From an optimization exercise on the open Yosys and OpenROAD flow, aimed at small area, a short achievable clock period and few clock cycles; shortcuts taken in it are not production practice. Function was checked by simulation only, so behaviour that the tests miss may differ from the original. Power figures rest on the tool's default switching activity, not on a simulated workload.

violet:
==> flow/design.v (excerpt) <==
module CHIP(clk,
            rst_n,
            mem_wen_D,
            mem_addr_D,
            mem_wdata_D,
            mem_rdata_D,
            mem_addr_I,
            mem_rdata_I);
    input         clk, rst_n ;
    output        mem_wen_D  ;
    output [31:0] mem_addr_D ;
    output [31:0] mem_wdata_D;
    input  [31:0] mem_rdata_D;
    output [31:0] mem_addr_I ;
    input  [31:0] mem_rdata_I;
    reg  [31:2] pc_f;                
    reg         init;                
    reg         d_valid;
    reg  [31:0] ir;
    reg  [31:2] pc_d;
    reg         d_fp;                
    reg  [31:1] d_s1, d_s2;          
    reg  [11:2] d_lo;                
    reg         d_lc;                
    reg         d_far;               
    reg         e_valid;
    reg  [31:0] e_op1;               
    reg  [31:0] e_op2;               
    reg  [31:0] e_aux;               
    reg  [4:0]  e_rd;
    reg         e_wr;                
    reg         e_load, e_store, e_branch, e_bge, e_jal, e_jalr, e_mul;
    reg         e_sub, e_add, e_xor, e_slt;
    reg  [3:0]  e_sl1, e_sr1, e_sh2;    
    reg  [1:0]  e_sh3;
    reg         e_pred;              
    reg         m_wr, m_load, m_store;
    reg  [4:0]  m_rd;
    reg  [31:0] m_res, m_wdata;
    reg         mu_busy, mu_fin, mu_last;
    reg  [4:0]  mu_rd;
    reg  [31:0] mu_a, mu_b, mu_s, mu_c;
    wire        mu_wb   = mu_busy && mu_fin && !m_wr;
    wire        wp_we   = m_wr || mu_wb;
    wire [4:0]  wp_addr = m_wr ? m_rd : mu_rd;
    wire [31:0] wp_data = ({32{m_wr &  m_load}} & mem_rdata_D) |
                          ({32{m_wr & ~m_load}} & m_res) |
                          ({32{mu_wb}} & mu_s);
    wire [31:0] rf [0:31];
    assign rf[0] = 32'd0;
  ...
For scale: about 1500 flip-flops, about 160 I/O pins, about 77000 um2 of cells after synthesis.
==> flow/config.mk <==
export PLATFORM = sky130hd
export DESIGN_NAME = CHIP
export DESIGN_NICKNAME = CHIP
export VERILOG_FILES = /design/flow/design.v
export SDC_FILE = /design/flow/constraint.sdc
export NUM_CORES = 8
export LEC_CHECK = 0
export CAP_MARGIN = 20
export CORE_MARGIN = 2
export CORE_UTILIZATION = 40
export SETUP_SLACK_MARGIN = 0.3
export SLEW_MARGIN = 20
==> flow/constraint.sdc <==
create_clock -name core_clock -period 11.0 [get_ports {clk}]
set_input_delay 2.2000 -clock core_clock [delete_from_list [all_inputs] [get_ports {clk}]]
set_output_delay 2.2000 -clock core_clock [all_outputs]
set_load 0.01 [all_outputs]
standard.sh (not shown) runs the stock make flow with config.mk's settings and CLKGATE_MAP_FILE= SYNTH_SCRIPT=/design/flow/synth_recipe.tcl, a recipe that flattens the netlist after the stock synthesis.
==> flow/flow/run.sh <==
#!/bin/bash
# The standard ORFS layout (the standard.sh) with: hierarchical synthesis
# (each module mapped on its own, then flattened, as the standard synthesis
# does), timing repair aimed well below the clock period (a repair target
# only: the design is still constrained and signed off at the design's
# period), larger slew/capacitance margins, plain buffers on the ports, larger
# clock-tree sink clusters, and extra antenna-repair rounds after detailed
# routing (flow/post_drt.tcl). ORFS writes each step's log under orfs/logs;
# make's output goes to orfs_flow.log.
set -o pipefail
HERE=$(pwd)
bash standard.sh CORE_UTILIZATION=55 SETUP_SLACK_MARGIN=7.5 \
    SYNTH_HIERARCHICAL=1 SLEW_MARGIN=35 CAP_MARGIN=35 \
    CTS_CLUSTER_SIZE=22 CTS_CLUSTER_DIAMETER=80 \
    "BUFFER_PORTS_ARGS=-buffer_cell sky130_fd_sc_hd__buf_4" \
    POST_DETAIL_ROUTE_TCL=$HERE/flow/post_drt.tcl \
    finish > orfs_flow.log 2>&1
==> flow/flow/post_drt.tcl <==
# Sourced by ORFS at the end of detailed routing (POST_DETAIL_ROUTE_TCL):
# keep repairing antennas and re-routing while violations remain, for a few
# more rounds than ORFS's own loop.
set my_antenna_rounds 0
while { [check_antennas] && $my_antenna_rounds < 6 } {
  repair_antennas
  detailed_route {*}$all_args
  incr my_antenna_rounds
}
puts "post_drt: extra antenna rounds $my_antenna_rounds"
Testbench counts of violet, summed over its fixed seeds: cycles 200,790.
Input changes introduced in juniper (baseline for comparison: violet):
--- a/flow/design.v
+++ b/flow/design.v
@@ -11,23 +11,22 @@
     output [31:0] mem_addr_D ;
     output [31:0] mem_wdata_D;
     input  [31:0] mem_rdata_D;
     output [31:0] mem_addr_I ;
     input  [31:0] mem_rdata_I;
     reg  [31:2] pc_f;                
     reg         init;                
     reg         d_valid;
     reg  [31:0] ir;
     reg  [31:2] pc_d;
     reg         d_fp;                
-    reg  [31:1] d_s1, d_s2;          
     reg  [11:2] d_lo;                
     reg         d_lc;                
     reg         d_far;               
     reg         e_valid;
     reg  [31:0] e_op1;               
     reg  [31:0] e_op2;               
     reg  [31:0] e_aux;               
     reg  [4:0]  e_rd;
     reg         e_wr;                
     reg         e_load, e_store, e_branch, e_bge, e_jal, e_jalr, e_mul;
     reg         e_sub, e_add, e_xor, e_slt;
@@ -82,32 +81,24 @@
     wire d_srl    = d_opimm && (f3 == 3'b101);
     wire d_sub    = (d_opreg && ir[30]) || d_branch || d_slt;
     wire d_add    = !d_xor && !d_slt && !d_sll && !d_srl && !d_jalr;
     wire d_use1 = !d_auipc && !d_jal;
     wire d_use2 = d_opreg || d_branch || d_store;
     wire d_wr   = !d_branch && !d_store && (rd != 5'd0);
     wire [31:0] imm_i = {{20{ir[31]}}, ir[31:20]};
     wire [31:0] imm_s = {{20{ir[31]}}, ir[31:25], ir[11:7]};
     wire [31:0] imm_b = {{19{ir[31]}}, ir[31], ir[7], ir[30:25], ir[11:8], 1'b0};
     wire [31:0] imm_u = {ir[31:12], 12'd0};
     wire [31:0] imm_j = {{11{ir[31]}}, ir[31], ir[19:12], ir[20], ir[30:21], 1'b0};
-    reg  [31:0] rv1, rv2;
-    integer n;
-    always @(*) begin
-        rv1 = 32'd0;
-        rv2 = 32'd0;
-        for (n = 1; n < 32; n = n + 1) begin
-            rv1 = rv1 | ({32{d_s1[n]}} & rf[n]);
-            rv2 = rv2 | ({32{d_s2[n]}} & rf[n]);
-        end
-    end
+    wire [31:0] rv1 = rf[rs1];
+    wire [31:0] rv2 = rf[rs2];
     wire [31:0] v1 = (wp_we && wp_addr == rs1) ? wp_data : rv1;
     wire [31:0] v2 = (wp_we && wp_addr == rs2) ? wp_data : rv2;
     wire e_hit1 = e_valid && e_wr && (e_rd == rs1);
     wire e_hit2 = e_valid && e_wr && (e_rd == rs2);
     wire e_hitd = e_valid && e_wr && (e_rd == rd);
     wire m_wait = mu_busy && !mu_wb;
     wire m_hit1 = m_wait && (mu_rd == rs1);
     wire m_hit2 = m_wait && (mu_rd == rs2);
     wire m_hitd = m_wait && (mu_rd == rd);
     wire e_slow = e_load || e_mul;        
     wire d_stall = d_valid && (
@@ -188,24 +179,22 @@
     end
     assign      pc_other = init ? 30'h00004000 :
                            e_redirect ? e_target :
                            d_redirect ? d_pc4 : pc_f;
     always @(posedge clk)
         pc_f <= pc_seq_n;
     always @(posedge clk) begin
         if (!d_stall) begin
             ir   <= mem_rdata_I;
             pc_d <= pc_f;
             d_fp  <= f_take;
-            d_s1  <= 31'd1 << (fi[19:15] - 5'd1);
-            d_s2  <= 31'd1 << (fi[24:20] - 5'd1);
             d_lo  <= f_lo;
             d_lc  <= f_lc;
             d_far <= f_far;
         end
     end
     wire        byp1 = e_hit1 && d_use1;
     wire        byp2 = e_hit2 && (d_opreg || d_branch);
     wire        byp3 = e_hit2 && d_store;
     wire [31:0] op1_n = d_auipc ? {pc_d, 2'b00} : d_jal ? {d_pc4, 2'b00} : v1;
     wire [31:0] op2_n = ((d_opreg || d_branch) ? v2 :
                          d_store ? imm_s :
==> summary.txt <==
The wire length on met1 number comes out lower for juniper vs violet.
Lower sequential fraction of the synthesis area goes to juniper over violet.
On proportion of power drawn by combinational gates, the lower figure sits with juniper, not violet.
Taking violet as the reference, in juniper number of clock sinks has decreased; number of gates resized after CTS has increased.
Testbench counts of juniper, summed over its fixed seeds: cycles 200,790.

re-timing with driven ports:
Ports are ideal in the flow. The routed layouts listed here were re-timed in OpenROAD.
Step 1 (the two cells are an assumption about what drives the block):
set clk [get_ports {clk}]
set_driving_cell -lib_cell sky130_fd_sc_hd__clkbuf_16 $clk
set_driving_cell -lib_cell sky130_fd_sc_hd__buf_2 [delete_from_list [all_inputs] $clk]
Step 2 moves the port delays by t, midway between the first and last clock arrival at a register: inputs arrive t later, outputs are due t later. That takes back most of the time a late clock gives input paths.
Slacks: no drivers / after step 1 / after step 2; pairs: no drivers / after step 1.
| run | t, ns | setup slack, ns | hold slack, ns | worst setup path at the end | pins driven straight from the clock port |
|---|---|---|---|---|---|
| violet | 0.838 | 7.225 / 7.225 / 6.566 | 0.414 / 0.414 / 0.414 | input to register | 1 |
| juniper | 0.877 | 7.297 / 7.297 / 6.551 | 0.410 / 0.410 / 0.410 | input to register | 1 |
After both steps every run listed still meets setup and hold. The setup slack of juniper, which loses most, moves by 0.000 ns with the drivers and by -0.746 ns with both steps.
